What follows belongs to an exercise in optimizing a design on an open flow for small area and a short achievable clock period; a production flow would make more cautious choices. Only simulation tests tie the RTL to the original design; equivalence was not proved. Power and IR drop assume default switching activity.

### flow/flow/run.sh
#!/bin/bash
# The standard layout with two changes to how it is made:
# - the port buffers are buf_2 cells (the standard flow picks a slow delay
#   buffer, clkdlybuf4s50_1, for every input and output port);
# - timing repair is asked for a setup slack margin well above zero, so that
#   it sizes and buffers the critical paths instead of stopping once the
#   25 ns clock is met.
# The clock, the I/O delays and every other constraint are the design's.
set -euo pipefail
bash standard.sh "BUFFER_PORTS_ARGS=-buffer_cell sky130_fd_sc_hd__buf_2" \
	SETUP_SLACK_MARGIN=11 TNS_END_PERCENT=10 finish > run_standard.log 2>&1
### flow/standard.sh
#!/bin/bash
# synth_recipe.tcl (not shown) runs the flow's synth.tcl, then flattens the netlist and writes it again
# the make line also repeats each setting of config.mk as NAME=value (left out here)
make -C /OpenROAD-flow-scripts/flow DESIGN_CONFIG=/design/flow/config.mk WORK_HOME=/design/flow/orfs CLKGATE_MAP_FILE= SYNTH_SCRIPT=/design/flow/synth_recipe.tcl "${@:-finish}"
### flow/config.mk
export PLATFORM = sky130hd
export DESIGN_NAME = mips_full_processor
export DESIGN_NICKNAME = mips_full_processor
export VERILOG_FILES = /design/flow/design.v
export SDC_FILE = /design/flow/constraint.sdc
export NUM_CORES = 4
export LEC_CHECK = 0
export CAP_MARGIN = 20
export CORE_MARGIN = 2
export CORE_UTILIZATION = 50
export CTS_BUF_LIST = sky130_fd_sc_hd__clkbuf_16
export CTS_CLUSTER_DIAMETER = 80
export CTS_CLUSTER_SIZE = 30
export SLEW_MARGIN = 20
export SYNTH_HIERARCHICAL = 1
export SYNTH_MINIMUM_KEEP_SIZE = 0
### flow/constraint.sdc
create_clock -name core_clock -period 25.0 [get_ports {i_clk}]
set_input_delay 5.0000 -clock core_clock [delete_from_list [all_inputs] [get_ports {i_clk}]]
set_output_delay 5.0000 -clock core_clock [all_outputs]
set_load 0.01 [all_outputs]
### flow/design.v
module ad_p (a_n, b, y);
input a_n, b;
output y;
assign y = ~(a_n ^ b);
endmodule
module ad_g (a_n, b, y);
input a_n, b;
output y;
assign y = ~a_n & b;
endmodule
module ad_aoi (gh, ph, gl, y);
input gh, ph, gl;
output y;
assign y = ~(gh | (ph & gl));
endmodule
module ad_oai (gh, ph, gl, y);
input gh, ph, gl;
output y;
assign y = ~(gh & (ph | gl));
endmodule
module ad_nand (a, b, y);
input a, b;
output y;
assign y = ~(a & b);
endmodule
module ad_nor (a, b, y);
input a, b;
output y;
assign y = ~(a | b);
endmodule
module ad_inv (a, y);
input a;
output y;
assign y = ~a;
endmodule
module ad_xor (a, b, y);
input a, b;
output y;
assign y = a ^ b;
endmodule
module ad_xnor (a, b, y);
input a, b;
output y;
assign y = ~(a ^ b);
endmodule
module addr_adder (a_n, b, s);
input  [31:0] a_n;
input  [31:0] b;
output [31:0] s;
wire p0_0;
wire g0_0;
wire p0_1;
wire g0_1;
wire p0_2;
wire g0_2;
wire p0_3;
wire g0_3;
wire p0_4;
wire g0_4;
wire p0_5;
wire g0_5;
wire p0_6;
wire g0_6;
wire p0_7;
wire g0_7;
wire p0_8;
wire g0_8;
wire p0_9;
wire g0_9;
wire p0_10;
wire g0_10;
wire p0_11;
wire g0_11;
wire p0_12;
wire g0_12;
wire p0_13;
wire g0_13;
wire p0_14;
wire g0_14;
wire p0_15;
wire g0_15;
wire p0_16;
wire g0_16;
wire p0_17;
wire g0_17;
wire p0_18;
wire g0_18;
wire p0_19;
wire g0_19;
wire p0_20;
wire g0_20;
wire p0_21;
wire g0_21;
wire p0_22;
wire g0_22;
wire p0_23;
wire g0_23;
wire p0_24;
wire g0_24;
wire p0_25;
wire g0_25;
wire p0_26;
wire g0_26;
wire p0_27;
wire g0_27;
wire p0_28;
wire g0_28;
wire p0_29;
wire g0_29;
wire p0_30;
wire g0_30;
wire p0_31;
wire g0_31;
wire w65;
wire w67;
wire w69;
wire w71;
wire w73;
wire w75;
wire w77;
wire w79;
wire w81;
wire w83;
wire w85;
wire w87;
wire w89;
wire w91;
wire w93;
wire w95;
wire w97;
wire w99;
wire w101;
wire w103;
wire w105;
wire w107;
wire w109;
wire w111;
wire w113;
wire w115;
wire w117;
wire w119;
wire w121;
wire w123;
wire w125;
wire w127;
wire w129;
wire w131;
wire w133;
wire w135;
wire w137;
wire w139;
wire w141;
wire w143;
wire w145;
wire w147;
wire w149;
wire w151;
wire w153;
wire w155;
wire w157;
wire w159;
wire w161;
wire w163;
wire w165;
wire w167;
wire w169;
wire w171;
wire w173;
wire w175;
wire w177;
wire w179;
wire w181;
wire w183;
wire w185;
wire w187;
wire w189;
wire w191;
wire w193;
wire w195;
wire w197;
wire w199;
wire w201;
wire w203;
wire w205;
wire w207;
wire w209;
wire w211;
wire w213;
wire w215;
wire w217;
wire w219;
wire w221;
wire w223;
wire w225;
wire w227;
wire w229;
wire w231;
wire w233;
wire w235;
wire w237;
wire w239;
wire w241;
wire w243;
wire w245;
wire w247;
wire w249;
wire w251;
wire w253;
wire w255;
wire w257;
wire w259;
wire w261;
wire w263;
wire w265;
wire w267;
wire w269;
wire w271;
wire w273;
wire w275;
wire w277;
wire w279;
wire w281;
wire w283;
wire w285;
wire w287;
wire w289;
wire w291;
wire w293;
wire w295;
wire w297;
wire w299;
wire w301;
wire w303;
wire w305;
wire w307;
wire w309;
wire w311;
wire w313;
wire w315;
wire w317;
wire w319;
wire w321;
wire w323;
wire w325;
wire w327;
wire w329;
wire w331;
wire w333;
wire w335;
wire w337;
wire w339;
wire w341;
wire w343;
wire w345;
wire w347;
wire w349;
wire w351;
wire w353;
wire w355;
wire w357;
wire w359;
wire w361;
wire w363;
wire w365;
wire w367;
wire w369;
wire w371;
wire w373;
wire w375;
wire w377;
wire w379;
wire w381;
wire w383;
wire w385;
wire w387;
wire w389;
wire w391;
wire w393;
wire w395;
wire w397;
wire w399;
wire w401;
wire w403;
wire w405;
wire w407;
wire w409;
wire w411;
wire w413;
ad_p u1 (.a_n(a_n[0]), .b(b[0]), .y(p0_0));
ad_g u2 (.a_n(a_n[0]), .b(b[0]), .y(g0_0));
ad_p u3 (.a_n(a_n[1]), .b(b[1]), .y(p0_1));
ad_g u4 (.a_n(a_n[1]), .b(b[1]), .y(g0_1));
ad_p u5 (.a_n(a_n[2]), .b(b[2]), .y(p0_2));
ad_g u6 (.a_n(a_n[2]), .b(b[2]), .y(g0_2));
ad_p u7 (.a_n(a_n[3]), .b(b[3]), .y(p0_3));
ad_g u8 (.a_n(a_n[3]), .b(b[3]), .y(g0_3));
ad_p u9 (.a_n(a_n[4]), .b(b[4]), .y(p0_4));
ad_g u10 (.a_n(a_n[4]), .b(b[4]), .y(g0_4));
ad_p u11 (.a_n(a_n[5]), .b(b[5]), .y(p0_5));
ad_g u12 (.a_n(a_n[5]), .b(b[5]), .y(g0_5));
ad_p u13 (.a_n(a_n[6]), .b(b[6]), .y(p0_6));
ad_g u14 (.a_n(a_n[6]), .b(b[6]), .y(g0_6));
ad_p u15 (.a_n(a_n[7]), .b(b[7]), .y(p0_7));
ad_g u16 (.a_n(a_n[7]), .b(b[7]), .y(g0_7));
ad_p u17 (.a_n(a_n[8]), .b(b[8]), .y(p0_8));
ad_g u18 (.a_n(a_n[8]), .b(b[8]), .y(g0_8));
ad_p u19 (.a_n(a_n[9]), .b(b[9]), .y(p0_9));
ad_g u20 (.a_n(a_n[9]), .b(b[9]), .y(g0_9));
ad_p u21 (.a_n(a_n[10]), .b(b[10]), .y(p0_10));
ad_g u22 (.a_n(a_n[10]), .b(b[10]), .y(g0_10));
ad_p u23 (.a_n(a_n[11]), .b(b[11]), .y(p0_11));
ad_g u24 (.a_n(a_n[11]), .b(b[11]), .y(g0_11));
ad_p u25 (.a_n(a_n[12]), .b(b[12]), .y(p0_12));
ad_g u26 (.a_n(a_n[12]), .b(b[12]), .y(g0_12));
ad_p u27 (.a_n(a_n[13]), .b(b[13]), .y(p0_13));
ad_g u28 (.a_n(a_n[13]), .b(b[13]), .y(g0_13));
ad_p u29 (.a_n(a_n[14]), .b(b[14]), .y(p0_14));
ad_g u30 (.a_n(a_n[14]), .b(b[14]), .y(g0_14));
ad_p u31 (.a_n(a_n[15]), .b(b[15]), .y(p0_15));
ad_g u32 (.a_n(a_n[15]), .b(b[15]), .y(g0_15));
ad_p u33 (.a_n(a_n[16]), .b(b[16]), .y(p0_16));
ad_g u34 (.a_n(a_n[16]), .b(b[16]), .y(g0_16));
ad_p u35 (.a_n(a_n[17]), .b(b[17]), .y(p0_17));
ad_g u36 (.a_n(a_n[17]), .b(b[17]), .y(g0_17));
ad_p u37 (.a_n(a_n[18]), .b(b[18]), .y(p0_18));
ad_g u38 (.a_n(a_n[18]), .b(b[18]), .y(g0_18));
ad_p u39 (.a_n(a_n[19]), .b(b[19]), .y(p0_19));
ad_g u40 (.a_n(a_n[19]), .b(b[19]), .y(g0_19));
ad_p u41 (.a_n(a_n[20]), .b(b[20]), .y(p0_20));
ad_g u42 (.a_n(a_n[20]), .b(b[20]), .y(g0_20));
ad_p u43 (.a_n(a_n[21]), .b(b[21]), .y(p0_21));
ad_g u44 (.a_n(a_n[21]), .b(b[21]), .y(g0_21));
ad_p u45 (.a_n(a_n[22]), .b(b[22]), .y(p0_22));
ad_g u46 (.a_n(a_n[22]), .b(b[22]), .y(g0_22));
ad_p u47 (.a_n(a_n[23]), .b(b[23]), .y(p0_23));
ad_g u48 (.a_n(a_n[23]), .b(b[23]), .y(g0_23));
ad_p u49 (.a_n(a_n[24]), .b(b[24]), .y(p0_24));
ad_g u50 (.a_n(a_n[24]), .b(b[24]), .y(g0_24));
ad_p u51 (.a_n(a_n[25]), .b(b[25]), .y(p0_25));
ad_g u52 (.a_n(a_n[25]), .b(b[25]), .y(g0_25));
ad_p u53 (.a_n(a_n[26]), .b(b[26]), .y(p0_26));
ad_g u54 (.a_n(a_n[26]), .b(b[26]), .y(g0_26));
ad_p u55 (.a_n(a_n[27]), .b(b[27]), .y(p0_27));
ad_g u56 (.a_n(a_n[27]), .b(b[27]), .y(g0_27));
ad_p u57 (.a_n(a_n[28]), .b(b[28]), .y(p0_28));
ad_g u58 (.a_n(a_n[28]), .b(b[28]), .y(g0_28));
ad_p u59 (.a_n(a_n[29]), .b(b[29]), .y(p0_29));
ad_g u60 (.a_n(a_n[29]), .b(b[29]), .y(g0_29));
ad_p u61 (.a_n(a_n[30]), .b(b[30]), .y(p0_30));
ad_g u62 (.a_n(a_n[30]), .b(b[30]), .y(g0_30));
ad_p u63 (.a_n(a_n[31]), .b(b[31]), .y(p0_31));
ad_g u64 (.a_n(a_n[31]), .b(b[31]), .y(g0_31));
ad_aoi u66 (.gh(g0_1), .ph(p0_1), .gl(g0_0), .y(w65));
ad_aoi u68 (.gh(g0_3), .ph(p0_3), .gl(g0_2), .y(w67));
ad_nand u70 (.a(p0_3), .b(p0_2), .y(w69));
ad_aoi u72 (.gh(g0_5), .ph(p0_5), .gl(g0_4), .y(w71));
ad_nand u74 (.a(p0_5), .b(p0_4), .y(w73));
ad_aoi u76 (.gh(g0_7), .ph(p0_7), .gl(g0_6), .y(w75));
ad_nand u78 (.a(p0_7), .b(p0_6), .y(w77));
ad_aoi u80 (.gh(g0_9), .ph(p0_9), .gl(g0_8), .y(w79));
ad_nand u82 (.a(p0_9), .b(p0_8), .y(w81));
ad_aoi u84 (.gh(g0_11), .ph(p0_11), .gl(g0_10), .y(w83));
ad_nand u86 (.a(p0_11), .b(p0_10), .y(w85));
ad_aoi u88 (.gh(g0_13), .ph(p0_13), .gl(g0_12), .y(w87));
ad_nand u90 (.a(p0_13), .b(p0_12), .y(w89));
ad_aoi u92 (.gh(g0_15), .ph(p0_15), .gl(g0_14), .y(w91));
ad_nand u94 (.a(p0_15), .b(p0_14), .y(w93));
ad_aoi u96 (.gh(g0_17), .ph(p0_17), .gl(g0_16), .y(w95));
ad_nand u98 (.a(p0_17), .b(p0_16), .y(w97));
ad_aoi u100 (.gh(g0_19), .ph(p0_19), .gl(g0_18), .y(w99));
ad_nand u102 (.a(p0_19), .b(p0_18), .y(w101));
ad_aoi u104 (.gh(g0_21), .ph(p0_21), .gl(g0_20), .y(w103));
ad_nand u106 (.a(p0_21), .b(p0_20), .y(w105));
ad_aoi u108 (.gh(g0_23), .ph(p0_23), .gl(g0_22), .y(w107));
ad_nand u110 (.a(p0_23), .b(p0_22), .y(w109));
ad_aoi u112 (.gh(g0_25), .ph(p0_25), .gl(g0_24), .y(w111));
ad_nand u114 (.a(p0_25), .b(p0_24), .y(w113));
ad_aoi u116 (.gh(g0_27), .ph(p0_27), .gl(g0_26), .y(w115));
ad_nand u118 (.a(p0_27), .b(p0_26), .y(w117));
ad_aoi u120 (.gh(g0_29), .ph(p0_29), .gl(g0_28), .y(w119));
ad_nand u122 (.a(p0_29), .b(p0_28), .y(w121));
ad_aoi u124 (.gh(g0_31), .ph(p0_31), .gl(g0_30), .y(w123));
ad_nand u126 (.a(p0_31), .b(p0_30), .y(w125));
ad_inv u128 (.a(g0_2), .y(w127));
ad_inv u130 (.a(p0_2), .y(w129));
ad_oai u132 (.gh(w127), .ph(w129), .gl(w65), .y(w131));
ad_oai u134 (.gh(w67), .ph(w69), .gl(w65), .y(w133));
ad_inv u136 (.a(g0_6), .y(w135));
ad_inv u138 (.a(p0_6), .y(w137));
ad_oai u140 (.gh(w135), .ph(w137), .gl(w71), .y(w139));
ad_nor u142 (.a(w137), .b(w73), .y(w141));
ad_oai u144 (.gh(w75), .ph(w77), .gl(w71), .y(w143));
ad_nor u146 (.a(w77), .b(w73), .y(w145));
ad_inv u148 (.a(g0_10), .y(w147));
ad_inv u150 (.a(p0_10), .y(w149));
ad_oai u152 (.gh(w147), .ph(w149), .gl(w79), .y(w151));
ad_nor u154 (.a(w149), .b(w81), .y(w153));
ad_oai u156 (.gh(w83), .ph(w85), .gl(w79), .y(w155));
ad_nor u158 (.a(w85), .b(w81), .y(w157));
ad_inv u160 (.a(g0_14), .y(w159));
ad_inv u162 (.a(p0_14), .y(w161));
ad_oai u164 (.gh(w159), .ph(w161), .gl(w87), .y(w163));
ad_nor u166 (.a(w161), .b(w89), .y(w165));
ad_oai u168 (.gh(w91), .ph(w93), .gl(w87), .y(w167));
ad_nor u170 (.a(w93), .b(w89), .y(w169));
ad_inv u172 (.a(g0_18), .y(w171));
ad_inv u174 (.a(p0_18), .y(w173));
ad_oai u176 (.gh(w171), .ph(w173), .gl(w95), .y(w175));
ad_nor u178 (.a(w173), .b(w97), .y(w177));
ad_oai u180 (.gh(w99), .ph(w101), .gl(w95), .y(w179));
ad_nor u182 (.a(w101), .b(w97), .y(w181));
ad_inv u184 (.a(g0_22), .y(w183));
ad_inv u186 (.a(p0_22), .y(w185));
ad_oai u188 (.gh(w183), .ph(w185), .gl(w103), .y(w187));
ad_nor u190 (.a(w185), .b(w105), .y(w189));
ad_oai u192 (.gh(w107), .ph(w109), .gl(w103), .y(w191));
ad_nor u194 (.a(w109), .b(w105), .y(w193));
ad_inv u196 (.a(g0_26), .y(w195));
ad_inv u198 (.a(p0_26), .y(w197));
ad_oai u200 (.gh(w195), .ph(w197), .gl(w111), .y(w199));
ad_nor u202 (.a(w197), .b(w113), .y(w201));
ad_oai u204 (.gh(w115), .ph(w117), .gl(w111), .y(w203));
ad_nor u206 (.a(w117), .b(w113), .y(w205));
ad_inv u208 (.a(g0_30), .y(w207));
ad_inv u210 (.a(p0_30), .y(w209));
ad_oai u212 (.gh(w207), .ph(w209), .gl(w119), .y(w211));
ad_nor u214 (.a(w209), .b(w121), .y(w213));
ad_oai u216 (.gh(w123), .ph(w125), .gl(w119), .y(w215));
ad_nor u218 (.a(w125), .b(w121), .y(w217));
ad_aoi u220 (.gh(g0_4), .ph(p0_4), .gl(w133), .y(w219));
ad_inv u222 (.a(w71), .y(w221));
ad_inv u224 (.a(w73), .y(w223));
ad_aoi u226 (.gh(w221), .ph(w223), .gl(w133), .y(w225));
ad_aoi u228 (.gh(w139), .ph(w141), .gl(w133), .y(w227));
ad_aoi u230 (.gh(w143), .ph(w145), .gl(w133), .y(w229));
ad_aoi u232 (.gh(g0_12), .ph(p0_12), .gl(w155), .y(w231));
ad_nand u234 (.a(p0_12), .b(w157), .y(w233));
ad_inv u236 (.a(w87), .y(w235));
ad_inv u238 (.a(w89), .y(w237));
ad_aoi u240 (.gh(w235), .ph(w237), .gl(w155), .y(w239));
ad_nand u242 (.a(w237), .b(w157), .y(w241));
ad_aoi u244 (.gh(w163), .ph(w165), .gl(w155), .y(w243));
ad_nand u246 (.a(w165), .b(w157), .y(w245));
ad_aoi u248 (.gh(w167), .ph(w169), .gl(w155), .y(w247));
ad_nand u250 (.a(w169), .b(w157), .y(w249));
ad_aoi u252 (.gh(g0_20), .ph(p0_20), .gl(w179), .y(w251));
ad_nand u254 (.a(p0_20), .b(w181), .y(w253));
ad_inv u256 (.a(w103), .y(w255));
ad_inv u258 (.a(w105), .y(w257));
ad_aoi u260 (.gh(w255), .ph(w257), .gl(w179), .y(w259));
ad_nand u262 (.a(w257), .b(w181), .y(w261));
ad_aoi u264 (.gh(w187), .ph(w189), .gl(w179), .y(w263));
ad_nand u266 (.a(w189), .b(w181), .y(w265));
ad_aoi u268 (.gh(w191), .ph(w193), .gl(w179), .y(w267));
ad_nand u270 (.a(w193), .b(w181), .y(w269));
ad_aoi u272 (.gh(g0_28), .ph(p0_28), .gl(w203), .y(w271));
ad_nand u274 (.a(p0_28), .b(w205), .y(w273));
ad_inv u276 (.a(w119), .y(w275));
ad_inv u278 (.a(w121), .y(w277));
ad_aoi u280 (.gh(w275), .ph(w277), .gl(w203), .y(w279));
ad_nand u282 (.a(w277), .b(w205), .y(w281));
ad_aoi u284 (.gh(w211), .ph(w213), .gl(w203), .y(w283));
ad_nand u286 (.a(w213), .b(w205), .y(w285));
ad_aoi u288 (.gh(w215), .ph(w217), .gl(w203), .y(w287));
ad_nand u290 (.a(w217), .b(w205), .y(w289));
ad_inv u292 (.a(g0_8), .y(w291));
ad_inv u294 (.a(p0_8), .y(w293));
ad_oai u296 (.gh(w291), .ph(w293), .gl(w229), .y(w295));
ad_oai u298 (.gh(w79), .ph(w81), .gl(w229), .y(w297));
ad_inv u300 (.a(w151), .y(w299));
ad_inv u302 (.a(w153), .y(w301));
ad_oai u304 (.gh(w299), .ph(w301), .gl(w229), .y(w303));
ad_inv u306 (.a(w155), .y(w305));
ad_inv u308 (.a(w157), .y(w307));
ad_oai u310 (.gh(w305), .ph(w307), .gl(w229), .y(w309));
ad_oai u312 (.gh(w231), .ph(w233), .gl(w229), .y(w311));
ad_oai u314 (.gh(w239), .ph(w241), .gl(w229), .y(w313));
ad_oai u316 (.gh(w243), .ph(w245), .gl(w229), .y(w315));
ad_oai u318 (.gh(w247), .ph(w249), .gl(w229), .y(w317));
ad_inv u320 (.a(g0_24), .y(w319));
ad_inv u322 (.a(p0_24), .y(w321));
ad_oai u324 (.gh(w319), .ph(w321), .gl(w267), .y(w323));
ad_nor u326 (.a(w321), .b(w269), .y(w325));
ad_oai u328 (.gh(w111), .ph(w113), .gl(w267), .y(w327));
ad_nor u330 (.a(w113), .b(w269), .y(w329));
ad_inv u332 (.a(w199), .y(w331));
ad_inv u334 (.a(w201), .y(w333));
ad_oai u336 (.gh(w331), .ph(w333), .gl(w267), .y(w335));
ad_nor u338 (.a(w333), .b(w269), .y(w337));
ad_inv u340 (.a(w203), .y(w339));
ad_inv u342 (.a(w205), .y(w341));
ad_oai u344 (.gh(w339), .ph(w341), .gl(w267), .y(w343));
ad_nor u346 (.a(w341), .b(w269), .y(w345));
ad_oai u348 (.gh(w271), .ph(w273), .gl(w267), .y(w347));
ad_nor u350 (.a(w273), .b(w269), .y(w349));
ad_oai u352 (.gh(w279), .ph(w281), .gl(w267), .y(w351));
ad_nor u354 (.a(w281), .b(w269), .y(w353));
ad_oai u356 (.gh(w283), .ph(w285), .gl(w267), .y(w355));
ad_nor u358 (.a(w285), .b(w269), .y(w357));
ad_oai u360 (.gh(w287), .ph(w289), .gl(w267), .y(w359));
ad_nor u362 (.a(w289), .b(w269), .y(w361));
ad_aoi u364 (.gh(g0_16), .ph(p0_16), .gl(w317), .y(w363));
ad_inv u366 (.a(w95), .y(w365));
ad_inv u368 (.a(w97), .y(w367));
ad_aoi u370 (.gh(w365), .ph(w367), .gl(w317), .y(w369));
ad_aoi u372 (.gh(w175), .ph(w177), .gl(w317), .y(w371));
ad_aoi u374 (.gh(w179), .ph(w181), .gl(w317), .y(w373));
ad_inv u376 (.a(w251), .y(w375));
ad_inv u378 (.a(w253), .y(w377));
ad_aoi u380 (.gh(w375), .ph(w377), .gl(w317), .y(w379));
ad_inv u382 (.a(w259), .y(w381));
ad_inv u384 (.a(w261), .y(w383));
ad_aoi u386 (.gh(w381), .ph(w383), .gl(w317), .y(w385));
ad_inv u388 (.a(w263), .y(w387));
ad_inv u390 (.a(w265), .y(w389));
ad_aoi u392 (.gh(w387), .ph(w389), .gl(w317), .y(w391));
ad_inv u394 (.a(w267), .y(w393));
ad_inv u396 (.a(w269), .y(w395));
ad_aoi u398 (.gh(w393), .ph(w395), .gl(w317), .y(w397));
ad_aoi u400 (.gh(w323), .ph(w325), .gl(w317), .y(w399));
ad_aoi u402 (.gh(w327), .ph(w329), .gl(w317), .y(w401));
ad_aoi u404 (.gh(w335), .ph(w337), .gl(w317), .y(w403));
ad_aoi u406 (.gh(w343), .ph(w345), .gl(w317), .y(w405));
ad_aoi u408 (.gh(w347), .ph(w349), .gl(w317), .y(w407));
ad_aoi u410 (.gh(w351), .ph(w353), .gl(w317), .y(w409));
ad_aoi u412 (.gh(w355), .ph(w357), .gl(w317), .y(w411));
ad_aoi u414 (.gh(w359), .ph(w361), .gl(w317), .y(w413));
assign s[0] = p0_0;
ad_xor u415 (.a(p0_1), .b(g0_0), .y(s[1]));
ad_xnor u416 (.a(p0_2), .b(w65), .y(s[2]));
ad_xor u417 (.a(p0_3), .b(w131), .y(s[3]));
ad_xor u418 (.a(p0_4), .b(w133), .y(s[4]));
ad_xnor u419 (.a(p0_5), .b(w219), .y(s[5]));
ad_xnor u420 (.a(p0_6), .b(w225), .y(s[6]));
ad_xnor u421 (.a(p0_7), .b(w227), .y(s[7]));
ad_xnor u422 (.a(p0_8), .b(w229), .y(s[8]));
ad_xor u423 (.a(p0_9), .b(w295), .y(s[9]));
ad_xor u424 (.a(p0_10), .b(w297), .y(s[10]));
ad_xor u425 (.a(p0_11), .b(w303), .y(s[11]));
ad_xor u426 (.a(p0_12), .b(w309), .y(s[12]));
ad_xor u427 (.a(p0_13), .b(w311), .y(s[13]));
ad_xor u428 (.a(p0_14), .b(w313), .y(s[14]));
ad_xor u429 (.a(p0_15), .b(w315), .y(s[15]));
ad_xor u430 (.a(p0_16), .b(w317), .y(s[16]));
ad_xnor u431 (.a(p0_17), .b(w363), .y(s[17]));
ad_xnor u432 (.a(p0_18), .b(w369), .y(s[18]));
ad_xnor u433 (.a(p0_19), .b(w371), .y(s[19]));
ad_xnor u434 (.a(p0_20), .b(w373), .y(s[20]));
ad_xnor u435 (.a(p0_21), .b(w379), .y(s[21]));
ad_xnor u436 (.a(p0_22), .b(w385), .y(s[22]));
ad_xnor u437 (.a(p0_23), .b(w391), .y(s[23]));
ad_xnor u438 (.a(p0_24), .b(w397), .y(s[24]));
ad_xnor u439 (.a(p0_25), .b(w399), .y(s[25]));
ad_xnor u440 (.a(p0_26), .b(w401), .y(s[26]));
ad_xnor u441 (.a(p0_27), .b(w403), .y(s[27]));
ad_xnor u442 (.a(p0_28), .b(w405), .y(s[28]));
ad_xnor u443 (.a(p0_29), .b(w407), .y(s[29]));
ad_xnor u444 (.a(p0_30), .b(w409), .y(s[30]));
ad_xnor u445 (.a(p0_31), .b(w411), .y(s[31]));
endmodule
module sh_mx2i (s, a, b, y);
input s, a, b;
output y;
assign y = ~(s ? b : a);
endmodule
module barrel_shifter (a, sh, f_sll, f_sra, y);
input  [31:0] a;
input  [4:0]  sh;
input         f_sll, f_sra;
output [31:0] y;	 
wire [31:0] st [0:5];	 
genvar i, k;
generate
	for (i = 0; i < 31; i = i + 1) begin : in_g
		sh_mx2i m (.s(f_sll), .a(a[i]), .b(a[31-i]), .y(st[0][i]));
	end
	assign st[0][31] = ~(f_sll ? a[0] : (a[31] & ~f_sra));
	for (k = 0; k < 5; k = k + 1) begin : s_g
		for (i = 0; i < 32; i = i + 1) begin : b_g
			if (i + (1 << k) < 32) begin : m
				sh_mx2i mm (.s(sh[k]), .a(st[k][i]), .b(st[k][i + (1 << k)]), .y(st[k+1][i]));
			end else if (k % 2 == 0) begin : zi
				assign st[k+1][i] = ~(st[k][i] | sh[k]);
			end else begin : zt
				assign st[k+1][i] = ~(st[k][i] & ~sh[k]);
			end
		end
	end
endgenerate
assign y = st[5];
endmodule
module alu_fa (a, b, c, s, co);
input a, b, c;
output s, co;
assign s  = a ^ b ^ c;
assign co = (a & b) | (c & (a ^ b));
endmodule
module alu_ha (a, b, s, co);
input a, b;
output s, co;
assign s  = a ^ b;
assign co = a & b;
endmodule
module alu_and2 (a, b, y);
input a, b;
output y;
assign y = a & b;
endmodule
module alu_xor2 (a, b, y);
input a, b;
output y;
assign y = a ^ b;
endmodule
module alu_ao21 (a, b, c, y);	 
input a, b, c;
output y;
assign y = a | (b & c);
endmodule
module alu_cib (a, b, ci, s, co);
input  [7:0] a, b;
input  ci;
output [7:0] s;
output co;
wire [7:0] s0;
wire [8:0] c;
wire [8:1] pre;		 
wire [7:1] inc;
genvar i;
generate
	alu_ha h0 (.a(a[0]), .b(b[0]), .s(s0[0]), .co(c[1]));
	for (i = 1; i < 8; i = i + 1) begin : r
		alu_fa f (.a(a[i]), .b(b[i]), .c(c[i]), .s(s0[i]), .co(c[i+1]));
	end
	assign pre[1] = s0[0];
	for (i = 2; i < 9; i = i + 1) begin : p
		alu_and2 n (.a(pre[i-1]), .b(s0[i-1]), .y(pre[i]));
	end
	alu_xor2 x0 (.a(s0[0]), .b(ci), .y(s[0]));
	for (i = 1; i < 8; i = i + 1) begin : x
		alu_and2 n (.a(ci), .b(pre[i]), .y(inc[i]));
		alu_xor2 x (.a(s0[i]), .b(inc[i]), .y(s[i]));
	end
endgenerate
alu_ao21 o (.a(c[8]), .b(ci), .c(pre[8]), .y(co));
endmodule
module alu_addsub (a, b, ci, s, co);
input  [31:0] a, b;
input  ci;
output [31:0] s;
output co;
wire [4:0] c;
wire [8:0] r;
assign c[0] = ci;
genvar i;
generate
	assign r[0] = ci;
	for (i = 0; i < 8; i = i + 1) begin : r0
		alu_fa f (.a(a[i]), .b(b[i]), .c(r[i]), .s(s[i]), .co(r[i+1]));
	end
	assign c[1] = r[8];
	for (i = 1; i < 4; i = i + 1) begin : blk
		alu_cib u (.a(a[8*i +: 8]), .b(b[8*i +: 8]), .ci(c[i]), .s(s[8*i +: 8]), .co(c[i+1]));
	end
endgenerate
assign co = c[4];
endmodule
module alu_lut2 (a, b, k, y);
input a, b;
input [3:0] k;
output y;
assign y = a ? (b ? k[3] : k[2]) : (b ? k[1] : k[0]);
endmodule
module rf_wr_bit (we, nwe, wd, q, d);
input we, nwe, wd, q;
output d;
assign d = (we & wd) | (nwe & q);
endmodule
module rf_aoi222 (s, d, y);
input [2:0] s, d;
output y;
assign y = ~(|(s & d));
endmodule
module rf_nand2 (s, d, y);
input s, d;
output y;
assign y = ~(s & d);
endmodule
module rf_rd_bit (sel, d, y_n);
input [30:0] sel;	 
input [30:0] d;
output y_n;
wire [10:0] n;
genvar i;
generate
	for (i = 0; i < 10; i = i + 1) begin : t
		rf_aoi222 g (.s(sel[3*i +: 3]), .d(d[3*i +: 3]), .y(n[i]));
	end
endgenerate
rf_nand2 g30 (.s(sel[30]), .d(d[30]), .y(n[10]));
assign y_n = &n;
endmodule
module pc_fa (a, b, c, s, co);
input a, b, c;
output s, co;
assign s  = a ^ b ^ c;
assign co = (a & b) | (c & (a ^ b));
endmodule
module pc_ha (a, b, s, co);
input a, b;
output s, co;
assign s  = a ^ b;
assign co = a & b;
endmodule
module pc_xnor2 (a, b, y);
input a, b;
output y;
assign y = ~(a ^ b);
endmodule
module pc_xor2 (a, b, y);
input a, b;
output y;
assign y = a ^ b;
endmodule
module pc_or2 (a, b, y);
input a, b;
output y;
assign y = a | b;
endmodule
module pc_andn (a, b, y);	 
input a, b;
output y;
assign y = ~a & b;
endmodule
module pc_fa1 (a, b, s, co);
input a, b;
output s, co;
pc_xnor2 x (.a(a), .b(b), .y(s));
pc_or2   o (.a(a), .b(b), .y(co));
endmodule
module pc_rca #(parameter N = 8, parameter CIN = 0) (a, b, s, co);
input  [N-1:0] a, b;
output [N-1:0] s;
output co;
wire [N:0] c;
genvar i;
generate
	if (CIN) begin : c1
		pc_fa1 f0 (.a(a[0]), .b(b[0]), .s(s[0]), .co(c[1]));
	end else begin : c0
		pc_ha  h0 (.a(a[0]), .b(b[0]), .s(s[0]), .co(c[1]));
	end
	for (i = 1; i < N; i = i + 1) begin : r
		pc_fa f (.a(a[i]), .b(b[i]), .c(c[i]), .s(s[i]), .co(c[i+1]));
	end
endgenerate
assign co = c[N];
endmodule
module pc_inc #(parameter N = 8) (a, s, co);
input  [N-1:0] a;
output [N-1:0] s;
output co;
wire [N:0] c;
assign s[0] = ~a[0];
assign c[1] = a[0];
genvar i;
generate
	for (i = 1; i < N; i = i + 1) begin : r
		pc_ha h (.a(a[i]), .b(c[i]), .s(s[i]), .co(c[i+1]));
	end
endgenerate
assign co = c[N];
endmodule
module pc_hs (a, b, d, bo);
input a, b;
output d, bo;
pc_xor2 x (.a(a), .b(b), .y(d));
pc_andn n (.a(a), .b(b), .y(bo));
endmodule
module pc_dec #(parameter N = 8) (a, s);
input  [N-1:0] a;
output [N-1:0] s;
wire [N:0] b;
assign s[0] = ~a[0];
assign b[1] = ~a[0];
genvar i;
generate
	for (i = 1; i < N; i = i + 1) begin : r
		pc_hs h (.a(a[i]), .b(b[i]), .d(s[i]), .bo(b[i+1]));
	end
endgenerate
endmodule
module program_counter_mips (pc, imm, pc4, bt);
input  [29:0] pc;
input  [15:0] imm;
output [29:0] pc4;
output [29:0] bt;
wire [15:0] inc_lo;
wire        c_lo;
wire [13:0] hi_p1, hi_m1;
wire        unused_c;
pc_inc #(.N(16)) u_inc_lo (.a(pc[15:0]),  .s(inc_lo), .co(c_lo));
pc_inc #(.N(14)) u_inc_hi (.a(pc[29:16]), .s(hi_p1),  .co(unused_c));
pc_dec #(.N(14)) u_dec_hi (.a(pc[29:16]), .s(hi_m1));
assign pc4 = {c_lo ? hi_p1 : pc[29:16], inc_lo};
wire [7:0] s0, s1a, s1b;
wire       c8, c16a, c16b;
pc_rca #(.N(8), .CIN(1)) u_a0 (.a(pc[7:0]),  .b(imm[7:0]),  .s(s0),  .co(c8));
pc_rca #(.N(8), .CIN(0)) u_a1 (.a(pc[15:8]), .b(imm[15:8]), .s(s1a), .co(c16a));
pc_rca #(.N(8), .CIN(1)) u_a2 (.a(pc[15:8]), .b(imm[15:8]), .s(s1b), .co(c16b));
wire c16 = c8 ? c16b : c16a;
wire up = c16 & ~imm[15];
wire dn = ~c16 & imm[15];
assign bt = {up ? hi_p1 : (dn ? hi_m1 : pc[29:16]), c8 ? s1b : s1a, s0};
endmodule
module mips_full_processor(i_clk, i_reset,
			   o_imem_addr, i_imem_data,
			   o_dmem_addr, o_dmem_wdata, o_dmem_we, i_dmem_rdata);
input i_clk ;
input i_reset;
output [31:0] o_imem_addr;	 
input  [31:0] i_imem_data;	 
output [31:0] o_dmem_addr;	 
output [31:0] o_dmem_wdata;	 
output        o_dmem_we;	 
input  [31:0] i_dmem_rdata;	 
wire [31:0] I = i_imem_data;
wire [5:0] op    = I[31:26];
wire [4:0] rs    = I[25:21];
wire [4:0] rt    = I[20:16];
wire [4:0] rd    = I[15:11];
wire [5:0] funct = I[5:0];
wire [31:0] imm  = {{16{I[15]}}, I[15:0]};
wire is_r    = (op == 6'b000000);
wire is_addi = (op == 6'b001000);
wire is_lw   = (op == 6'b100011);
wire is_sw   = (op == 6'b101011);
wire is_beq  = (op == 6'b000100);
wire is_j    = (op == 6'b000010);
wire f_sll = (funct == 6'h00);
wire f_srl = (funct == 6'h02);
wire f_sra = (funct == 6'h03);
wire f_sub = (funct == 6'h22);
wire f_and = (funct == 6'h24);
wire f_or  = (funct == 6'h25);
wire f_xor = (funct == 6'h26);
wire f_nor = (funct == 6'h27);
wire f_slt = (funct == 6'h2A);
wire f_arith = ~(f_sll | f_srl | f_sra | f_and | f_or | f_xor | f_nor | f_slt);
reg  [31:2] pc;
wire [31:0] rf [1:31];
reg [30:0] sel_a, sel_b;
integer k;
always @* begin
	for (k = 1; k < 32; k = k + 1) begin
		sel_a[k-1] = (rs == k);
		sel_b[k-1] = (rt == k);
	end
end
wire [31:0] A_n, B_n;	 
genvar g, b;
generate
	for (b = 0; b < 32; b = b + 1) begin : rd_g
		wire [30:0] col;
		for (g = 1; g < 32; g = g + 1) begin : c
			assign col[g-1] = rf[g][b];
		end
		rf_rd_bit ra (.sel(sel_a), .d(col), .y_n(A_n[b]));
		rf_rd_bit rb (.sel(sel_b), .d(col), .y_n(B_n[b]));
	end
endgenerate
wire [31:0] A = ~A_n;
wire [31:0] B = ~B_n;
wire [31:0] dsum;
addr_adder dadd (.a_n(A_n), .b(imm), .s(dsum));
assign o_dmem_addr  = dsum;
assign o_dmem_wdata = B;
assign o_dmem_we    = is_sw;
wire        sub_mode = f_sub | f_slt;
wire [31:0] addsub;
wire        add_co;
alu_addsub asu (.a(A), .b(B ^ {32{sub_mode}}), .ci(sub_mode), .s(addsub), .co(add_co));
wire        a_lt_b   = ~add_co;		 
wire [31:0] sy;		 
barrel_shifter shifter (.a(A), .sh(B[4:0]), .f_sll(f_sll), .f_sra(f_sra), .y(sy));
reg [31:0] sy_rev;
integer m;
always @* for (m = 0; m < 32; m = m + 1) sy_rev[m] = sy[31-m];
wire rn = ~i_reset;
wire s_r     = rn & is_r;
wire s_add   = s_r & f_arith;
wire s_slt   = s_r & f_slt;
wire s_sll   = s_r & f_sll;
wire s_sr    = s_r & (f_srl | f_sra);
wire s_and   = s_r & f_and;
wire s_or    = s_r & f_or;
wire s_xor   = s_r & f_xor;
wire s_nor   = s_r & f_nor;
wire s_lw    = rn & is_lw;
wire s_addi  = rn & is_addi;
wire [31:0] sr_res = {(f_sra ? A[31] : sy[31]), sy[30:0]};
wire [3:0] lk = {s_and | s_or, s_or | s_xor, s_or | s_xor, s_nor};
wire [31:0] logic_res;
generate
	for (b = 0; b < 32; b = b + 1) begin : lg_g
		alu_lut2 l (.a(A[b]), .b(B[b]), .k(lk), .y(logic_res[b]));
	end
endgenerate
wire [31:0] wd = ({32{s_add}}  & addsub)
	       | {31'd0, s_slt & a_lt_b}
	       | ({32{s_sll}}  & sy_rev)
	       | ({32{s_sr}}   & sr_res)
	       | logic_res
	       | ({32{s_lw}}   & i_dmem_rdata)
	       | ({32{s_addi}} & dsum);
wire       wen = is_r | is_addi | is_lw;
wire [4:0] wa  = is_r ? rd : rt;
generate
	for (g = 1; g < 32; g = g + 1) begin : reg_g
		reg  [31:0] r;
		wire [31:0] d;
		wire we_g  = i_reset | (wen & (wa == g));
		wire nwe_g = ~we_g;
		for (b = 0; b < 32; b = b + 1) begin : bit_g
			rf_wr_bit w (.we(we_g), .nwe(nwe_g), .wd(wd[b]), .q(r[b]), .d(d[b]));
		end
		always @(posedge i_clk)
			r <= d;
		assign rf[g] = r;
	end
endgenerate
wire [31:2] pc4, bt;
program_counter_mips pc_arith (.pc(pc), .imm(I[15:0]), .pc4(pc4), .bt(bt));
wire taken = is_beq & (A == B);
always @(posedge i_clk) begin
	if (i_reset)
		pc <= 30'd0;
	else if (taken)
		pc <= bt;
	else if (is_j)
		pc <= {pc4[31:28], I[25:0]};
	else
		pc <= pc4;
end
assign o_imem_addr = {pc, 2'b00};
endmodule
==> impl_metrics.env, run 1 <==
export IMPL_status="finished clean"
export IMPL_max_clock_path_buffers=3
export IMPL_grt_util_met1=0.553
export IMPL_cap_viol_max_count=0
export IMPL_synthesis_instances=4436
export IMPL_fmax_mhz=71.6
export IMPL_area_delta_synth_final_pct=14.1
export IMPL_global_route_overflow_total=0
export IMPL_ys_warn_count=8
export IMPL_avgViaCountPerCell=7.82
export IMPL_r2r_cells=22
export IMPL_worst_path_max_fanout=32
export IMPL_antenna_cells=0
export IMPL_final_max_slew_viol_count=0
export IMPL_reg2reg_start="reg_g[19].r[0]"
export IMPL_timing_hold_ws_ns=0.509
export IMPL_worstMarginPinSlew_ns=1.28
export IMPL_grt_max_degree=90
export IMPL_x_dimension_of_the_die_um=318
export IMPL_cts_max_level=2
export IMPL_post_synth_cell_area_avg_um2=11.1
export IMPL_grt_pass1_vias=44517
export IMPL_whs_endpoint="reg_g[26].r[24]"
export IMPL_dr_pass1_iters=17
export IMPL_initial_core_util=0.502
export IMPL_io_pin_count=163
export IMPL_place_port_buffers=160
export IMPL_grt_first_pass_wirelength_um=317000
export IMPL_drt_wirelength_per_cell_um=36.6
export IMPL_antenna_violating_nets_post_route=0
export IMPL_timing_hold_worst_class="reg2reg"
export IMPL_cts_root_buf="sky130_fd_sc_hd__clkbuf_16"
export IMPL_finalCriticalPeriod_ns=13.97
export IMPL_setup_violations_final=0
export IMPL_starting_drt_drc_count=12281
export IMPL_hold_viol_final=0
export IMPL_timing_max_slew_rel_slack=0.142
export IMPL_timing_reg2reg_setup_slack_ns=16.79
export IMPL_gp_congestion=0.985
export IMPL_leakage_nw=21.5
export IMPL_critical_path_startpoint_type="input pin"
export IMPL_critPathKind="in2out"
export IMPL_final_nets=4950
export IMPL_final_setup_tns_ns=0
export IMPL_die_y_um=318
export IMPL_fin_cells=6118
export IMPL_design_core_area_um2=98100
export IMPL_clock_sinks=1022
export IMPL_clkSlewWorstSetupHoldPaths_ns=0.11
export IMPL_post_synth_instance_area_um2=49300
export IMPL_cp_data_arrival_time_ns=8.97
export IMPL_final_fill_count=8466
export IMPL_post_route_drc_count=0
export IMPL_power_ir_vdd_worst_uv=50.9
export IMPL_worstPathRequired_ns=20.00
export IMPL_placement_rows=115
export IMPL_reg2reg_to="reg_g[31].r[0]"
export IMPL_grt_setup_unrepaired="yes"
export IMPL_clock_tree_from_tritoncts="done"
export IMPL_number_of_instances_on_the_worst_hold_path=1
export IMPL_use_met3=0.144
export IMPL_drt_wl_total_um=224000
export IMPL_gr_usage_met2=0.600
export IMPL_layout_drive_gt1_share=0.180
export IMPL_grt_util_all_layers=0.421
export IMPL_dieArea_um2=101000
export IMPL_dpl_hpwl_um=133000
export IMPL_place_detailed_instances=5972
export IMPL_timing_hold_worst_start="reg_g[26].r[24]"
export IMPL_worst_clock_skew_ns=0.0623
export IMPL_cts_hold_buffers=0
export IMPL_route_vias_total=47832
export IMPL_worst_skew_pair_late_latency_ns=0.72
export IMPL_worstSetupEndpointType="primary output"
export IMPL_min_period_over_period=0.559
export IMPL_powerDensity_nw_per_um2=52.9
export IMPL_total_power_mw=2.97
export IMPL_cts_made_buffers=49
export IMPL_grt_busiest_layer="met2"
export IMPL_grt_antenna_before_repair=0
timing repair:
action                                  CTS  global route
setup buffers                            39            22
pin swaps                                29            36
gates cloned                              4             0
endpoints found under the setup margin   28            23
resized for setup                        49            36
critical path, stage by stage:
cell and delay (ns):
sky130_fd_sc_hd__buf_4 0.24, sky130_fd_sc_hd__nand3b_1 0.33, sky130_fd_sc_hd__nor2_4 0.04, sky130_fd_sc_hd__buf_4 0.31
sky130_fd_sc_hd__a222oi_1 0.38, sky130_fd_sc_hd__nand4_1 0.62, sky130_fd_sc_hd__nor3_4 0.36, sky130_fd_sc_hd__buf_4 0.21
sky130_fd_sc_hd__xnor2_1 0.24, sky130_fd_sc_hd__nand2_1 0.20, sky130_fd_sc_hd__nor2_2 0.22, sky130_fd_sc_hd__nand2_2 0.16
sky130_fd_sc_hd__nor2_1 0.17, sky130_fd_sc_hd__a21oi_2 0.08, sky130_fd_sc_hd__xnor2_1 0.22, sky130_fd_sc_hd__buf_2 0.17
cells in the final DEF, fill, tap and decap left out, types with 10 or more instances in the layout:
master,n
sky130_fd_sc_hd__nand3_1,72
sky130_fd_sc_hd__a21oi_1,30
sky130_fd_sc_hd__buf_4,221
sky130_fd_sc_hd__nor3_4,37
sky130_fd_sc_hd__inv_1,112
sky130_fd_sc_hd__a21o_1,35
sky130_fd_sc_hd__nor2_2,16
sky130_fd_sc_hd__fa_1,50
sky130_fd_sc_hd__a21oi_4,35
sky130_fd_sc_hd__and2_1,44
sky130_fd_sc_hd__xnor2_1,85
sky130_fd_sc_hd__nor2_1,41
sky130_fd_sc_hd__a22oi_1,64
sky130_fd_sc_hd__mux2_2,48
sky130_fd_sc_hd__nand4_1,131
sky130_fd_sc_hd__a22o_1,992
sky130_fd_sc_hd__nor3_2,37
sky130_fd_sc_hd__buf_6,11
sky130_fd_sc_hd__nand2b_1,20
sky130_fd_sc_hd__clkbuf_16,50
sky130_fd_sc_hd__a21oi_2,49
sky130_fd_sc_hd__o22ai_1,31
sky130_fd_sc_hd__mux2i_1,203
sky130_fd_sc_hd__nor2_4,48
sky130_fd_sc_hd__mux4_2,32
sky130_fd_sc_hd__buf_2,154
sky130_fd_sc_hd__nor2b_4,43
sky130_fd_sc_hd__ha_1,32
sky130_fd_sc_hd__nor4_1,10
sky130_fd_sc_hd__dfxtp_1,1022
sky130_fd_sc_hd__a222oi_1,640
sky130_fd_sc_hd__xor2_1,76
sky130_fd_sc_hd__o21ai_1,26
sky130_fd_sc_hd__nor2b_1,27
sky130_fd_sc_hd__nand2_1,145
sky130_fd_sc_hd__a211o_1,28
power by group:
| part | internal, mW | total [mW] | switching (mW) |
|---|---|---|---|
| Clock | 0.424 | 1.04 | 0.617 |
| Sequential | 1.64 | 1.66 | 0.0139 |
| Combinational | 0.0714 | 0.275 | 0.203 |
flip-flops by register name, summed over array words and instances (netlist names):
register / cells
reg_g.r: 992
pc: 30
per-stage QoR:
step	area (um^2)	setup slack [ns]	util
final	56200	11.03	0.573
after floorplan	49400	11.09	-
after global placement	53500	9.90	0.545
after CTS	55800	11.00	0.569
after global routing	56200	10.96	0.573
after detailed placement	53500	9.84	0.545
area by class of cell:
cell class / count / area [um^2] / share of cell area
Sequential cell: 1022 / 20500 / 0.364
Tap cell: 1287 / 1610 / 0.0286
Inverter: 115 / 432 / 0.00768
Clock buffer: 50 / 1250 / 0.0222
Multi-Input combinational cell: 3218 / 29300 / 0.521
Timing Repair Buffer: 396 / 2750 / 0.0489
Clock inverter: 30 / 458 / 0.00814
routing by layer:
metal  part of all wire  up-vias
met5            0.00021        -
met4              0.065        2
met3               0.15      679
met2               0.41     4011
met1               0.38    23280
li1                   -    19860
worst max-delay path by stage:
stage,from,end,slack [ns],depth (start not counted)
detailed placement,i_imem_data[25],o_dmem_addr[31],9.84,15
finish,i_imem_data[22],o_dmem_addr[27],11.03,16
CTS,i_imem_data[25],o_dmem_addr[23],11.00,16
global placement,i_imem_data[24],o_dmem_addr[31],9.90,15
floorplan,i_imem_data[25],o_dmem_addr[17],11.09,14
global route,i_imem_data[21],o_dmem_addr[27],10.96,19
==> inputs of run 2 (changes only) <==
--- a/flow/design.v
+++ b/flow/design.v
@@ -686,4 +686,9 @@
 assign y = ~(s & d);
 endmodule
+module rf_nor3 (a, b, c, y);
+input a, b, c;
+output y;
+assign y = ~(a | b | c);
+endmodule
 module rf_rd_bit (sel, d, y_n);
 input [30:0] sel;	 
@@ -700,4 +705,22 @@
 assign y_n = &n;
 endmodule
+module rf_rd_bit2 (sel, d, y_n, y2_n);
+input [30:0] sel;
+input [30:0] d;
+output y_n, y2_n;
+wire [10:0] n;
+genvar i;
+generate
+	for (i = 0; i < 10; i = i + 1) begin : t
+		rf_aoi222 g (.s(sel[3*i +: 3]), .d(d[3*i +: 3]), .y(n[i]));
+	end
+endgenerate
+rf_nand2 g30 (.s(sel[30]), .d(d[30]), .y(n[10]));
+wire h0 = ~&n[3:0];
+wire h1 = ~&n[7:4];
+wire h2 = ~&n[10:8];
+rf_nor3 o1 (.a(h0), .b(h1), .c(h2), .y(y_n));
+rf_nor3 o2 (.a(h0), .b(h1), .c(h2), .y(y2_n));
+endmodule
 module pc_fa (a, b, c, s, co);
 input a, b, c;
@@ -858,4 +881,5 @@
 end
 wire [31:0] A_n, B_n;	 
+wire [31:0] Aa_n;	 
 genvar g, b;
 generate
@@ -865,6 +889,6 @@
 			assign col[g-1] = rf[g][b];
 		end
-		rf_rd_bit ra (.sel(sel_a), .d(col), .y_n(A_n[b]));
-		rf_rd_bit rb (.sel(sel_b), .d(col), .y_n(B_n[b]));
+		rf_rd_bit2 ra (.sel(sel_a), .d(col), .y_n(Aa_n[b]), .y2_n(A_n[b]));
+		rf_rd_bit  rb (.sel(sel_b), .d(col), .y_n(B_n[b]));
 	end
 endgenerate
@@ -872,5 +896,5 @@
 wire [31:0] B = ~B_n;
 wire [31:0] dsum;
-addr_adder dadd (.a_n(A_n), .b(imm), .s(dsum));
+addr_adder dadd (.a_n(Aa_n), .b(imm), .s(dsum));
 assign o_dmem_addr  = dsum;
 assign o_dmem_wdata = B;
==> flow/flow/run.sh (replaced) <==
#!/bin/bash
# The standard layout with two changes to how it is made:
# - the port buffers are buf_1 cells (the standard flow picks a slow delay
#   buffer, clkdlybuf4s50_1, for every input and output port);
# - timing repair is asked for a setup slack margin well above zero, so that
#   it sizes and buffers the critical paths instead of stopping once the
#   25 ns clock is met.
# The clock, the I/O delays and every other constraint are the design's.
set -euo pipefail
bash standard.sh "BUFFER_PORTS_ARGS=-buffer_cell sky130_fd_sc_hd__buf_1" \
	SETUP_SLACK_MARGIN=11.3 TNS_END_PERCENT=10 finish > run_standard.log 2>&1
--- a/flow/config.mk
+++ b/flow/config.mk
@@ -10,6 +10,6 @@
 export CORE_UTILIZATION = 50
 export CTS_BUF_LIST = sky130_fd_sc_hd__clkbuf_16
-export CTS_CLUSTER_DIAMETER = 80
-export CTS_CLUSTER_SIZE = 30
+export CTS_CLUSTER_DIAMETER = 70
+export CTS_CLUSTER_SIZE = 27
 export SLEW_MARGIN = 20
 export SYNTH_HIERARCHICAL = 1
==> impl_metrics.env, run 2 <==
export IMPL_worstPathRequired_ns=20.00
export IMPL_post_route_drc_count=0
export IMPL_power_ir_vdd_worst_uv=49.0
export IMPL_r2r_cells=22
export IMPL_io_pin_count=163
export IMPL_powerDensity_nw_per_um2=56.1
export IMPL_placement_rows=115
export IMPL_min_period_over_period=0.548
export IMPL_cts_max_level=3
export IMPL_antenna_violating_nets_post_route=0
export IMPL_worst_path_max_fanout=32
export IMPL_timing_reg2reg_setup_slack_ns=16.91
export IMPL_status="finished clean"
export IMPL_design_core_area_um2=98400
export IMPL_critical_path_startpoint_type="input pin"
export IMPL_layout_drive_gt1_share=0.173
export IMPL_hold_viol_final=0
export IMPL_global_route_overflow_total=0
export IMPL_cts_made_buffers=67
export IMPL_clock_sinks=1022
export IMPL_grt_setup_unrepaired="yes"
export IMPL_finalCriticalPeriod_ns=13.71
export IMPL_final_nets=5028
export IMPL_x_dimension_of_the_die_um=319
export IMPL_dr_pass1_iters=12
export IMPL_critPathKind="in2out"
export IMPL_timing_hold_worst_class="reg2reg"
export IMPL_setup_violations_final=0
export IMPL_avgViaCountPerCell=7.77
export IMPL_grt_first_pass_wirelength_um=313000
export IMPL_dpl_hpwl_um=145000
export IMPL_reg2reg_to="reg_g[17].r[0]"
export IMPL_fmax_mhz=72.9
export IMPL_ys_warn_count=8
export IMPL_route_vias_total=48262
export IMPL_initial_core_util=0.504
export IMPL_post_synth_cell_area_avg_um2=11.1
export IMPL_grt_antenna_before_repair=2
export IMPL_post_synth_instance_area_um2=49600
export IMPL_leakage_nw=21.6
export IMPL_timing_hold_worst_start="reg_g[29].r[27]"
export IMPL_gp_congestion=0.960
export IMPL_drt_wirelength_per_cell_um=35.4
export IMPL_worst_clock_skew_ns=0.0709
export IMPL_worstMarginPinSlew_ns=1.29
export IMPL_most_common_layout_cells="sky130_fd_sc_hd__dfxtp_1, sky130_fd_sc_hd__a22o_1, sky130_fd_sc_hd__a222oi_1, sky130_fd_sc_hd__buf_4, sky130_fd_sc_hd__mux2i_1"
export IMPL_starting_drt_drc_count=11505
export IMPL_largest_register="reg_g.r"
export IMPL_clock_tree_from_tritoncts="done"
export IMPL_max_clock_path_buffers=3
export IMPL_timing_max_slew_rel_slack=0.141
export IMPL_worst_skew_pair_late_latency_ns=0.70
export IMPL_clkSlewWorstSetupHoldPaths_ns=0.08
export IMPL_grt_max_degree=66
export IMPL_grt_pass1_vias=42469
export IMPL_drt_wl_total_um=220000
export IMPL_reg2reg_start="reg_g[28].r[0]"
export IMPL_cts_hold_buffers=0
export IMPL_largest_registers="reg_g.r (992), pc (30)"
export IMPL_total_power_mw=3.20
export IMPL_postLayoutCoreUtil=0.580
export IMPL_layout_cells_most_common="sky130_fd_sc_hd__dfxtp_1"
export IMPL_synthesis_instances=4468
export IMPL_place_port_buffers=160
export IMPL_grt_util_all_layers=0.410
export IMPL_dieArea_um2=102000
export IMPL_final_max_slew_viol_count=0
export IMPL_number_of_instances_on_the_worst_hold_path=1
export IMPL_area_delta_synth_final_pct=15.0
export IMPL_worstSetupEndpointType="primary output"
export IMPL_die_y_um=319
export IMPL_number_of_flip_flops_in_the_largest_register=992
export IMPL_final_setup_tns_ns=0
export IMPL_cap_viol_max_count=0
export IMPL_whs_endpoint="reg_g[29].r[27]"
export IMPL_cts_root_buf="sky130_fd_sc_hd__clkbuf_16"
export IMPL_cp_data_arrival_time_ns=8.71
## run 2: area by class of cell
class	count	area, um^2
diodes	1	2.50
clock buffers	68	1700
clock inverters	48	707
fillers	8431	41300
inverters	115	435
multi-input cells	3246	29300
flip-flops and latches	1022	20500
well taps	1287	1610
repair buffers	426	2820
repair inverters	2	10.0
## run 2: report_power, final
group	switching, mW	internal, mW
combinational	0.189	0.0688
sequential	0.0137	1.64
clock	0.694	0.594
total	0.898	2.30
## run 2: through the flow
step                      cells  hold WS (ns)  worst slack, ns  instance area, um^2
final                      6215         0.505            11.29                57100
after global routing       6214         0.516            11.18                57100
after CTS                  6175         0.502            11.27                56500
after detailed placement   5988         0.477             9.91                53200
after global placement     5988         0.473             9.96                53200
after floorplan            4469         0.460            11.31                49800
## run 2: worst max path at each step
stage          slack, ns             from                to
6_report           11.29  i_imem_data[17]  o_dmem_wdata[20]
3_3_place_gp        9.96  i_imem_data[22]   o_dmem_addr[29]
4_1_cts            11.27  i_imem_data[25]   o_dmem_addr[29]
3_5_place_dp        9.91  i_imem_data[21]   o_dmem_addr[29]
5_1_grt            11.18  i_imem_data[23]   o_dmem_addr[29]
2_1_floorplan      11.31  i_imem_data[25]   o_dmem_addr[17]
## run 2: what timing repair did
item                                    CTS  global route
gates cloned                              2             0
buffers inserted                         69            32
pin swaps                                76            67
endpoints found under the setup margin  285            87
resized for setup                        63            43
## run 2: per-layer routing
metal  global-route usage  wire (um)
met1                0.579      87500
met2                0.598      92200
met3                0.145      34000
met4               0.0894       6420
met5                    0         12
## run 2: worst max-delay path, cell delays in order
cell                       delay (ns)
sky130_fd_sc_hd__buf_1           0.38
sky130_fd_sc_hd__nand3b_1        0.45
sky130_fd_sc_hd__nor2_2          0.06
sky130_fd_sc_hd__buf_4           0.32
sky130_fd_sc_hd__a222oi_1        1.10
sky130_fd_sc_hd__nand4_1         0.54
sky130_fd_sc_hd__nor3_2          0.40
sky130_fd_sc_hd__inv_1           0.22
sky130_fd_sc_hd__buf_1           0.18

==> re-timing with driven ports <==
The results above use ideal ports. As a check the final layouts listed here were re-extracted and re-timed, cells and wires unchanged. Step 1: set_driving_cell puts a clkbuf_16 on i_clk and a buf_2 on each other input, an assumption about the parent block. Step 2 times the ports against the registers' clock, not the clock port: input delays grow and output delays shrink by t, the midpoint of the rising clock arrivals with the driver on. Slacks: no drivers / after step 1 / after step 2; pairs: no drivers / after step 1.
run | t, ns | setup slack, ns | worst setup path at the end | latest minus earliest clock arrival (ns)
run 1 | 0.760 | 11.026 / 10.997 / 10.645 | input to register | 0.062 / 0.062
run 2 | 0.742 | 11.288 / 11.252 / 10.932 | input to register | 0.071 / 0.071
After both steps every run listed still meets setup and hold. For run 1, which loses most, drivers alone change the setup slack by -0.029 ns; drivers and shift together by -0.381 ns.
